Source: an optimization exercise on an open RTL-to-GDS flow (aim: small area, a short achievable clock period and few clock cycles). Production flows keep margins and buffers that such runs may drop. Only simulation tests tie the RTL to the original design; equivalence was not proved.

==> 11-25 <==
// CAVLC
module CAVLC (
  input  logic        Clk,           
  input  logic        nReset,        
  input  logic        Enable,        
  input  logic  [4:0] nC,            
  input  logic [15:0] Bitstream,     
  output logic        RdReq,         
  output logic [12:0] LevelOut,      
  output logic        WrReq,         
  output logic        BlockDone,     
  output logic  [4:0] TotalCoeffOut  
);
==> flow/config.mk <==
export PLATFORM = sky130hd
export DESIGN_NAME = CAVLC
export DESIGN_NICKNAME = CAVLC
export VERILOG_FILES = /design/flow/design.v
export SDC_FILE = /design/flow/constraint.sdc
export NUM_CORES = 4
export LEC_CHECK = 0
export ABC_AREA = 1
export CAP_MARGIN = 20
export CORE_MARGIN = 2
export CORE_UTILIZATION = 40
export SETUP_SLACK_MARGIN = 5
export SLEW_MARGIN = 20
==> flow/constraint.sdc <==
create_clock -name core_clock -period 11.0 [get_ports {Clk}]
set_input_delay 2.2000 -clock core_clock [delete_from_list [all_inputs] [get_ports {Clk}]]
set_output_delay 2.2000 -clock core_clock [all_outputs]
set_load 0.01 [all_outputs]
run.sh (not shown) runs the stock make flow with config.mk's settings and CLKGATE_MAP_FILE= SYNTH_SCRIPT=/design/flow/synth_recipe.tcl, a recipe that flattens the netlist after the stock synthesis.
==> 05-07 (differences from 11-25) <==
--- a/flow/design.v
+++ b/flow/design.v
@@ -2893,38 +2893,32 @@
 logic  [4:0] LevelIdx;       
 logic        First;
 logic  [2:0] SuffixLength;
 logic  [3:0] ZerosLeft;
 logic  [3:0] RunsLeft;
 logic  [1:0] T1Cnt;
 logic  [1:0] T1Signs;
 logic  [7:0] Level;
-logic  [7:0] Q0;
-logic        QFull, QPush;
 logic  [4:0] CtTotalCoeff;
 logic  [1:0] CtTrailingOnes;
 logic  [4:0] CtLen;
 logic  [3:0] TzTotalZeros, TzLen;
 logic  [3:0] RbRun, RbLen;
 logic  [3:0] RbLongRun, RbLongLen;
 logic  [2:0] RbShortRun;
 logic  [1:0] RbShortLen;
 logic        RbShort;
-logic  [2:0] Zl1, Rb2Run, Rb2Bits;
-logic  [1:0] Rb2Len;
-logic        RbTwo;
 logic  [3:0] Prefix;
 logic  [3:0] Suffix4;
 logic  [5:0] Suffix6;
 logic        CtFit;
 logic  [4:0] CtShift;
 logic  [2:0] CtSigns;
 logic        CtT1Write;
-logic  [7:0] LevelCode;
 logic        Adjust;
 logic  [7:0] LevelVal;
 logic  [4:0] LvLen;
 logic  [2:0] NextSuffixLength;
 logic        MaxCoeff;
 logic        BlockEnd;
 logic        LvDecode;
 logic  [1:0] T1CntNext;
@@ -2974,69 +2968,78 @@
   .ZerosLeft   (ZerosLeft[2:0]),
   .Bits        (Win[15:13]),
   .RunBefore   (RbShortRun),
   .Len         (RbShortLen)
 );
 assign RbShort = (ZerosLeft <= 4'd6);
 assign RbRun   = RbShort ? {1'b0, RbShortRun} : RbLongRun;
 assign RbLen   = RbShort ? {2'b0, RbShortLen} : RbLongLen;
-assign Zl1 = ZerosLeft[2:0] - RbShortRun;
-always_comb begin
-  case (RbShortLen)
-    2'd1:    Rb2Bits = Win[14:12];
-    2'd2:    Rb2Bits = Win[13:11];
-    default: Rb2Bits = Win[12:10];
-  endcase
-end
-RunBeforeShort uRunBeforeShort2 (
-  .ZerosLeft   (Zl1),
-  .Bits        (Rb2Bits),
-  .RunBefore   (Rb2Run),
-  .Len         (Rb2Len)
-);
-assign RbTwo = RbShort && (Zl1 != 3'd0) && (RunsLeft >= 4'd2);
 logic        Z8, Z4, Z2, Z1;
 logic [15:0] N8, N4, N2, N1;
 assign Z8      = ~|Win[15:8];
 assign N8      = Z8 ? {Win[7:0], 8'b0} : Win;
 assign Z4      = ~|N8[15:12];
 assign N4      = Z4 ? {N8[11:0], 4'b0} : N8;
 assign Z2      = ~|N4[15:14];
 assign N2      = Z2 ? {N4[13:0], 2'b0} : N4;
 assign Z1      = ~N2[15];
 assign N1      = Z1 ? {N2[14:0], 1'b0} : N2;
 assign Prefix  = {Z8, Z4, Z2, Z1};
 assign Suffix6 = N1[14:9];
 assign Suffix4 = Suffix6[5:2];
+assign Adjust   = First && (TrailingOnes != 2'd3);
+logic [4:0] PrefixP1, PrefixP2;
+logic [7:0] LvPos, LvNeg;
+logic       LvSign;
+assign PrefixP1 = {1'b0, Prefix} + 5'd1;
+assign PrefixP2 = {1'b0, Prefix} + 5'd2;
 always_comb begin
   case (SuffixLength)
-    3'd0:    LevelCode = {4'd0, Prefix};
-    3'd1:    LevelCode = {3'd0, Prefix, Suffix4[3]};
-    3'd2:    LevelCode = {2'd0, Prefix, Suffix4[3:2]};
-    3'd3:    LevelCode = {1'd0, Prefix, Suffix4[3:1]};
-    default: LevelCode = {Prefix, Suffix4};
+    3'd0: begin
+      LvSign = Prefix[0];
+      LvPos  = {5'd0, Prefix[3:1]} + (Adjust ? 8'd2 : 8'd1);
+      LvNeg  = ~({5'd0, Prefix[3:1]} + {7'd0, Adjust});
+    end
+    3'd1: begin
+      LvSign = Suffix6[5];
+      LvPos  = {3'd0, Adjust ? PrefixP2 : PrefixP1};
+      LvNeg  = ~{3'd0, Adjust ? PrefixP1 : {1'b0, Prefix}};
+    end
+    3'd2: begin
+      LvSign = Suffix6[4];
+      LvPos  = Suffix6[5] ? {2'd0, PrefixP1, 1'b0} : {3'd0, Prefix, 1'b1};
+      LvNeg  = ~{3'd0, Prefix, Suffix6[5]};
+    end
+    3'd3: begin
+      LvSign = Suffix6[3];
+      LvPos  = (Suffix6[5:4] == 2'b11) ? {1'd0, PrefixP1, 2'b0} : {2'd0, Prefix, Suffix6[5:4] + 2'd1};
+      LvNeg  = ~{2'd0, Prefix, Suffix6[5:4]};
+    end
+    default: begin
+      LvSign = Suffix6[2];
+      LvPos  = (Suffix6[5:3] == 3'b111) ? {PrefixP1, 3'b0} : {1'd0, Prefix, Suffix6[5:3] + 3'd1};
+      LvNeg  = ~{1'd0, Prefix, Suffix6[5:3]};
+    end
   endcase
 end
-assign Adjust   = First && (TrailingOnes != 2'd3);
-assign LevelVal = ({1'b0, LevelCode[7:1]} +
-                   {6'd0, Adjust & ~LevelCode[0], Adjust ^ ~LevelCode[0]}) ^ {8{LevelCode[0]}};
+assign LevelVal = LvSign ? LvNeg : LvPos;
 assign LvLen    = {1'b0, Prefix} + {2'b0, SuffixLength} + 5'd1;
 always_comb begin
   if (SuffixLength == 3'd0)
     NextSuffixLength = (Prefix >= (Adjust ? 4'd4 : 4'd6)) ? 3'd2 : 3'd1;
   else if (SuffixLength == 3'd1 && Adjust)
     NextSuffixLength = (Prefix >= 4'd2) ? 3'd2 : 3'd1;
   else if (Prefix >= 4'd3 && SuffixLength != 3'd4)
     NextSuffixLength = SuffixLength + 3'd1;
   else
     NextSuffixLength = SuffixLength;
 end
 assign MaxCoeff = ChromaDC ? (TotalCoeff == 5'd4) : (TotalCoeff == 5'd16);
-assign LvDecode = (State == S_LV) && (T1Cnt == 2'd0 || !QFull);
+assign LvDecode = (State == S_LV) && (T1Cnt == 2'd0);
 always_comb begin
   NextState = State;
   NumShift  = 5'd0;
   BlockEnd  = 1'b0;
   case (State)
     S_CT: begin
       NumShift = CtShift;
       if (CtTotalCoeff == 5'd0)                 BlockEnd  = 1'b1;
@@ -3059,74 +3062,64 @@
       end
     end
     S_TZ: begin
       NumShift = {1'b0, TzLen};
       if (TzTotalZeros == 4'd0 || TotalCoeff == 5'd1) BlockEnd  = 1'b1;
       else                                            NextState = S_RB;
     end
     S_RB: begin
-      if (RbTwo) begin
-        NumShift = {3'd0, RbShortLen} + {3'd0, Rb2Len};
-        if (Zl1 == Rb2Run || RunsLeft == 4'd2) BlockEnd = 1'b1;
-      end
-      else begin
-        NumShift = {1'b0, RbLen};
-        if (ZerosLeft == RbRun || RunsLeft == 4'd1) BlockEnd = 1'b1;
-      end
+      NumShift = {1'b0, RbLen};
+      if (ZerosLeft == RbRun || RunsLeft == 4'd1) BlockEnd = 1'b1;
     end
     S_FW: BlockEnd = 1'b1;
     default: ;
   endcase
 end
 assign CtT1Write = (State == S_CT) && (CtTrailingOnes != 2'd0) && CtFit;
 assign T1CntNext = (State == S_T1) ? TrailingOnes - 2'd1 :
                    CtT1Write       ? CtTrailingOnes - 2'd1 :
                    (T1Cnt != 2'd0) ? T1Cnt - 2'd1 : 2'd0;
-assign QPush = LvDecode && (T1Cnt != 2'd0 || QFull);
 always_ff @(posedge Clk or negedge nReset)
   if (!nReset) begin
     State        <= S_F0;
     WrReq        <= 1'b0;
     BlockDone    <= 1'b0;
     Ptr          <= '0;
     T1Cnt        <= '0;
-    QFull        <= 1'b0;
   end
   else if (!Enable) begin
     State     <= S_F0;
     WrReq     <= 1'b0;
     BlockDone <= 1'b0;
     Ptr       <= '0;
     T1Cnt     <= '0;
-    QFull     <= 1'b0;
   end
   else begin
     WrReq     <= 1'b0;
     BlockDone <= 1'b0;
     case (State)
       S_F0: begin
         Ptr <= 5'd16;
         if (Ptr[4]) State <= S_F1;
       end
       S_F1: State <= S_CT;
       default: begin
         Ptr   <= PtrSum;
         T1Cnt <= T1CntNext;
-        QFull <= (T1Cnt != 2'd0) ? (QFull | LvDecode) : (QFull & LvDecode);
         if (BlockEnd) begin
-          if (T1CntNext == 2'd0 && !((T1Cnt != 2'd0) ? (QFull | LvDecode) : (QFull & LvDecode))) begin
+          if (T1CntNext == 2'd0) begin
             State     <= S_CT;
             BlockDone <= 1'b1;
           end
           else State <= S_FW;
         end
         else State <= NextState;
         if (State == S_T1 || CtT1Write) WrReq <= 1'b1;
-        else if (T1Cnt != 2'd0 || QFull) WrReq <= 1'b1;
+        else if (T1Cnt != 2'd0) WrReq <= 1'b1;
         else if (LvDecode) WrReq <= 1'b1;
       end
     endcase
   end
 always_ff @(posedge Clk) begin
   if (State == S_T1) T1Signs <= Win[14:13];
   else if (State == S_CT) T1Signs <= CtSigns[1:0];
   else if (T1Cnt != 2'd0) T1Signs <= {T1Signs[0], 1'b0};
@@ -3143,35 +3136,26 @@
     First        <= 1'b0;
     SuffixLength <= NextSuffixLength;
   end
   if (State == S_TZ) begin
     ZerosLeft <= TzTotalZeros;
     RunsLeft  <= TotalCoeff[3:0] - 4'd1;
   end
   if (State == S_RB) begin
-    if (RbTwo) begin
-      ZerosLeft <= {1'b0, Zl1 - Rb2Run};
-      RunsLeft  <= RunsLeft - 4'd2;
-    end
-    else begin
-      ZerosLeft <= ZerosLeft - RbRun;
-      RunsLeft  <= RunsLeft - 4'd1;
-    end
+    ZerosLeft <= ZerosLeft - RbRun;
+    RunsLeft  <= RunsLeft - 4'd1;
   end
   if (Enable && Ptr[4]) begin
     W0 <= W1;
     W1 <= W2;
     W2 <= Bitstream;
   end
   if (State == S_T1)
     Level <= Win[15] ? 8'hFF : 8'h01;
   else if (State == S_CT)
     Level <= CtSigns[2] ? 8'hFF : 8'h01;
   else if (T1Cnt != 2'd0)
     Level <= T1Signs[1] ? 8'hFF : 8'h01;
-  else if (QFull)
-    Level <= Q0;
   else
     Level <= LevelVal;
-  if (QPush) Q0 <= LevelVal;
 end
 endmodule
==> 05-18 (differences from 11-25) <==
--- a/flow/design.v
+++ b/flow/design.v
@@ -2893,30 +2893,25 @@
 logic  [4:0] LevelIdx;       
 logic        First;
 logic  [2:0] SuffixLength;
 logic  [3:0] ZerosLeft;
 logic  [3:0] RunsLeft;
 logic  [1:0] T1Cnt;
 logic  [1:0] T1Signs;
 logic  [7:0] Level;
-logic  [7:0] Q0;
-logic        QFull, QPush;
 logic  [4:0] CtTotalCoeff;
 logic  [1:0] CtTrailingOnes;
 logic  [4:0] CtLen;
 logic  [3:0] TzTotalZeros, TzLen;
 logic  [3:0] RbRun, RbLen;
 logic  [3:0] RbLongRun, RbLongLen;
 logic  [2:0] RbShortRun;
 logic  [1:0] RbShortLen;
 logic        RbShort;
-logic  [2:0] Zl1, Rb2Run, Rb2Bits;
-logic  [1:0] Rb2Len;
-logic        RbTwo;
 logic  [3:0] Prefix;
 logic  [3:0] Suffix4;
 logic  [5:0] Suffix6;
 logic        CtFit;
 logic  [4:0] CtShift;
 logic  [2:0] CtSigns;
 logic        CtT1Write;
 logic  [7:0] LevelCode;
@@ -2974,31 +2969,16 @@
   .ZerosLeft   (ZerosLeft[2:0]),
   .Bits        (Win[15:13]),
   .RunBefore   (RbShortRun),
   .Len         (RbShortLen)
 );
 assign RbShort = (ZerosLeft <= 4'd6);
 assign RbRun   = RbShort ? {1'b0, RbShortRun} : RbLongRun;
 assign RbLen   = RbShort ? {2'b0, RbShortLen} : RbLongLen;
-assign Zl1 = ZerosLeft[2:0] - RbShortRun;
-always_comb begin
-  case (RbShortLen)
-    2'd1:    Rb2Bits = Win[14:12];
-    2'd2:    Rb2Bits = Win[13:11];
-    default: Rb2Bits = Win[12:10];
-  endcase
-end
-RunBeforeShort uRunBeforeShort2 (
-  .ZerosLeft   (Zl1),
-  .Bits        (Rb2Bits),
-  .RunBefore   (Rb2Run),
-  .Len         (Rb2Len)
-);
-assign RbTwo = RbShort && (Zl1 != 3'd0) && (RunsLeft >= 4'd2);
 logic        Z8, Z4, Z2, Z1;
 logic [15:0] N8, N4, N2, N1;
 assign Z8      = ~|Win[15:8];
 assign N8      = Z8 ? {Win[7:0], 8'b0} : Win;
 assign Z4      = ~|N8[15:12];
 assign N4      = Z4 ? {N8[11:0], 4'b0} : N8;
 assign Z2      = ~|N4[15:14];
 assign N2      = Z2 ? {N4[13:0], 2'b0} : N4;
@@ -3026,17 +3006,17 @@
   else if (SuffixLength == 3'd1 && Adjust)
     NextSuffixLength = (Prefix >= 4'd2) ? 3'd2 : 3'd1;
   else if (Prefix >= 4'd3 && SuffixLength != 3'd4)
     NextSuffixLength = SuffixLength + 3'd1;
   else
     NextSuffixLength = SuffixLength;
 end
 assign MaxCoeff = ChromaDC ? (TotalCoeff == 5'd4) : (TotalCoeff == 5'd16);
-assign LvDecode = (State == S_LV) && (T1Cnt == 2'd0 || !QFull);
+assign LvDecode = (State == S_LV) && (T1Cnt == 2'd0);
 always_comb begin
   NextState = State;
   NumShift  = 5'd0;
   BlockEnd  = 1'b0;
   case (State)
     S_CT: begin
       NumShift = CtShift;
       if (CtTotalCoeff == 5'd0)                 BlockEnd  = 1'b1;
@@ -3059,74 +3039,64 @@
       end
     end
     S_TZ: begin
       NumShift = {1'b0, TzLen};
       if (TzTotalZeros == 4'd0 || TotalCoeff == 5'd1) BlockEnd  = 1'b1;
       else                                            NextState = S_RB;
     end
     S_RB: begin
-      if (RbTwo) begin
-        NumShift = {3'd0, RbShortLen} + {3'd0, Rb2Len};
-        if (Zl1 == Rb2Run || RunsLeft == 4'd2) BlockEnd = 1'b1;
-      end
-      else begin
-        NumShift = {1'b0, RbLen};
-        if (ZerosLeft == RbRun || RunsLeft == 4'd1) BlockEnd = 1'b1;
-      end
+      NumShift = {1'b0, RbLen};
+      if (ZerosLeft == RbRun || RunsLeft == 4'd1) BlockEnd = 1'b1;
     end
     S_FW: BlockEnd = 1'b1;
     default: ;
   endcase
 end
 assign CtT1Write = (State == S_CT) && (CtTrailingOnes != 2'd0) && CtFit;
 assign T1CntNext = (State == S_T1) ? TrailingOnes - 2'd1 :
                    CtT1Write       ? CtTrailingOnes - 2'd1 :
                    (T1Cnt != 2'd0) ? T1Cnt - 2'd1 : 2'd0;
-assign QPush = LvDecode && (T1Cnt != 2'd0 || QFull);
 always_ff @(posedge Clk or negedge nReset)
   if (!nReset) begin
     State        <= S_F0;
     WrReq        <= 1'b0;
     BlockDone    <= 1'b0;
     Ptr          <= '0;
     T1Cnt        <= '0;
-    QFull        <= 1'b0;
   end
   else if (!Enable) begin
     State     <= S_F0;
     WrReq     <= 1'b0;
     BlockDone <= 1'b0;
     Ptr       <= '0;
     T1Cnt     <= '0;
-    QFull     <= 1'b0;
   end
   else begin
     WrReq     <= 1'b0;
     BlockDone <= 1'b0;
     case (State)
       S_F0: begin
         Ptr <= 5'd16;
         if (Ptr[4]) State <= S_F1;
       end
       S_F1: State <= S_CT;
       default: begin
         Ptr   <= PtrSum;
         T1Cnt <= T1CntNext;
-        QFull <= (T1Cnt != 2'd0) ? (QFull | LvDecode) : (QFull & LvDecode);
         if (BlockEnd) begin
-          if (T1CntNext == 2'd0 && !((T1Cnt != 2'd0) ? (QFull | LvDecode) : (QFull & LvDecode))) begin
+          if (T1CntNext == 2'd0) begin
             State     <= S_CT;
             BlockDone <= 1'b1;
           end
           else State <= S_FW;
         end
         else State <= NextState;
         if (State == S_T1 || CtT1Write) WrReq <= 1'b1;
-        else if (T1Cnt != 2'd0 || QFull) WrReq <= 1'b1;
+        else if (T1Cnt != 2'd0) WrReq <= 1'b1;
         else if (LvDecode) WrReq <= 1'b1;
       end
     endcase
   end
 always_ff @(posedge Clk) begin
   if (State == S_T1) T1Signs <= Win[14:13];
   else if (State == S_CT) T1Signs <= CtSigns[1:0];
   else if (T1Cnt != 2'd0) T1Signs <= {T1Signs[0], 1'b0};
@@ -3143,35 +3113,26 @@
     First        <= 1'b0;
     SuffixLength <= NextSuffixLength;
   end
   if (State == S_TZ) begin
     ZerosLeft <= TzTotalZeros;
     RunsLeft  <= TotalCoeff[3:0] - 4'd1;
   end
   if (State == S_RB) begin
-    if (RbTwo) begin
-      ZerosLeft <= {1'b0, Zl1 - Rb2Run};
-      RunsLeft  <= RunsLeft - 4'd2;
-    end
-    else begin
-      ZerosLeft <= ZerosLeft - RbRun;
-      RunsLeft  <= RunsLeft - 4'd1;
-    end
+    ZerosLeft <= ZerosLeft - RbRun;
+    RunsLeft  <= RunsLeft - 4'd1;
   end
   if (Enable && Ptr[4]) begin
     W0 <= W1;
     W1 <= W2;
     W2 <= Bitstream;
   end
   if (State == S_T1)
     Level <= Win[15] ? 8'hFF : 8'h01;
   else if (State == S_CT)
     Level <= CtSigns[2] ? 8'hFF : 8'h01;
   else if (T1Cnt != 2'd0)
     Level <= T1Signs[1] ? 8'hFF : 8'h01;
-  else if (QFull)
-    Level <= Q0;
   else
     Level <= LevelVal;
-  if (QPush) Q0 <= LevelVal;
 end
 endmodule
==> run notes <==
Against 05-07, the die area of 05-18 is smaller by about 0.56%. The lowest final cell count belongs to 05-18, the highest to 11-25. Against 11-25, the wire length of 05-18 is smaller by about 10%. Clock-buffer cell count is the same in 05-18 and 11-25. Worst setup slack: 11-25 < 05-07 < 05-18. Against 11-25, the register-to-register slack of 05-18 is better by 0.06 ns. Design area: 11-25 > 05-07 > 05-18.
==> figures <==
Share of the final layout cell area in multi-input gates: 11-25 0.604; 05-07 0.619; 05-18 0.621
Overall die area: 11-25 39000 um2; 05-07 37100 um2; 05-18 36900 um2
Critical Path Fanout Max: 11-25 7; 05-07 16; 05-18 21
Number of diodes added for antenna fixing: 11-25 0; 05-07 0; 05-18 1
Number of clock sinks: 11-25 107; 05-07 98; 05-18 98
DRC violation total after the first TritonRoute iteration: 11-25 3063; 05-07 2758; 05-18 2753
Row Count: 11-25 70; 05-07 69; 05-18 68
Worst-case hold slack: 11-25 0.429 ns; 05-07 0.432 ns; 05-18 0.431 ns
Net count after synthesis: 11-25 2611; 05-07 2492; 05-18 2430
Flop-to-flop setup slack: 11-25 4.98 ns; 05-07 5.02 ns; 05-18 5.03 ns
Worst-Skew Late Latency: 11-25 0.40 ns; 05-07 0.38 ns; 05-18 0.36 ns
Slew of the pin with the lowest slew margin: 11-25 1.02 ns; 05-07 1.02 ns; 05-18 0.969 ns
Multi-input gate count: 11-25 2008; 05-07 1923; 05-18 1871
Distinct cell type count after synthesis: 11-25 65; 05-07 68; 05-18 70
Met1 layer usage reported by global route: 11-25 0.505; 05-07 0.547; 05-18 0.492
Post-Route Skew: 11-25 0.0229 ns; 05-07 0.0131 ns; 05-18 0.0121 ns
Outcome: 11-25 timing/DRC/antenna clean; 05-07 timing/DRC/antenna clean; 05-18 timing/DRC/antenna clean
Top cell type's share of synthesized area: 11-25 0.165; 05-07 0.156; 05-18 0.157
Testbench counts of 11-25, summed over its fixed seeds: cycles 22,308.
Testbench counts of 05-07, summed over its fixed seeds: cycles 24,765.
Testbench counts of 05-18, summed over its fixed seeds: cycles 24,765.

port drivers added, routing unchanged:
The results above use ideal ports. As a check the final layouts listed here were re-extracted and re-timed, cells and wires unchanged.
Step 1: set_driving_cell puts a clkbuf_16 on Clk and a buf_2 on each other input, an assumption about the parent block.
Step 2 adds t to the input delays and takes it off the output delays; t is the mean of the earliest and latest rising clock arrival at the registers after step 1. Input paths then give back, and output paths get back, about the clock's delay inside the block.
Slacks: no drivers / after step 1 / after step 2; pairs: no drivers / after step 1.
run	t (ns)	slack for setup (ns)	hold WS [ns]	worst setup path at the end	pins driven straight from the clock port
11-25	0.442	4.976 / 4.976 / 4.762	0.429 / 0.429 / 0.429	input to register	1
05-07	0.420	5.018 / 5.018 / 4.710	0.432 / 0.432 / 0.432	input to register	1
05-18	0.399	5.031 / 5.031 / 4.689	0.431 / 0.431 / 0.431	input to register	1
After both steps setup and hold are still met in every run listed. For 05-18, which loses most, drivers alone change the setup slack by 0.000 ns; drivers and shift together by -0.342 ns.
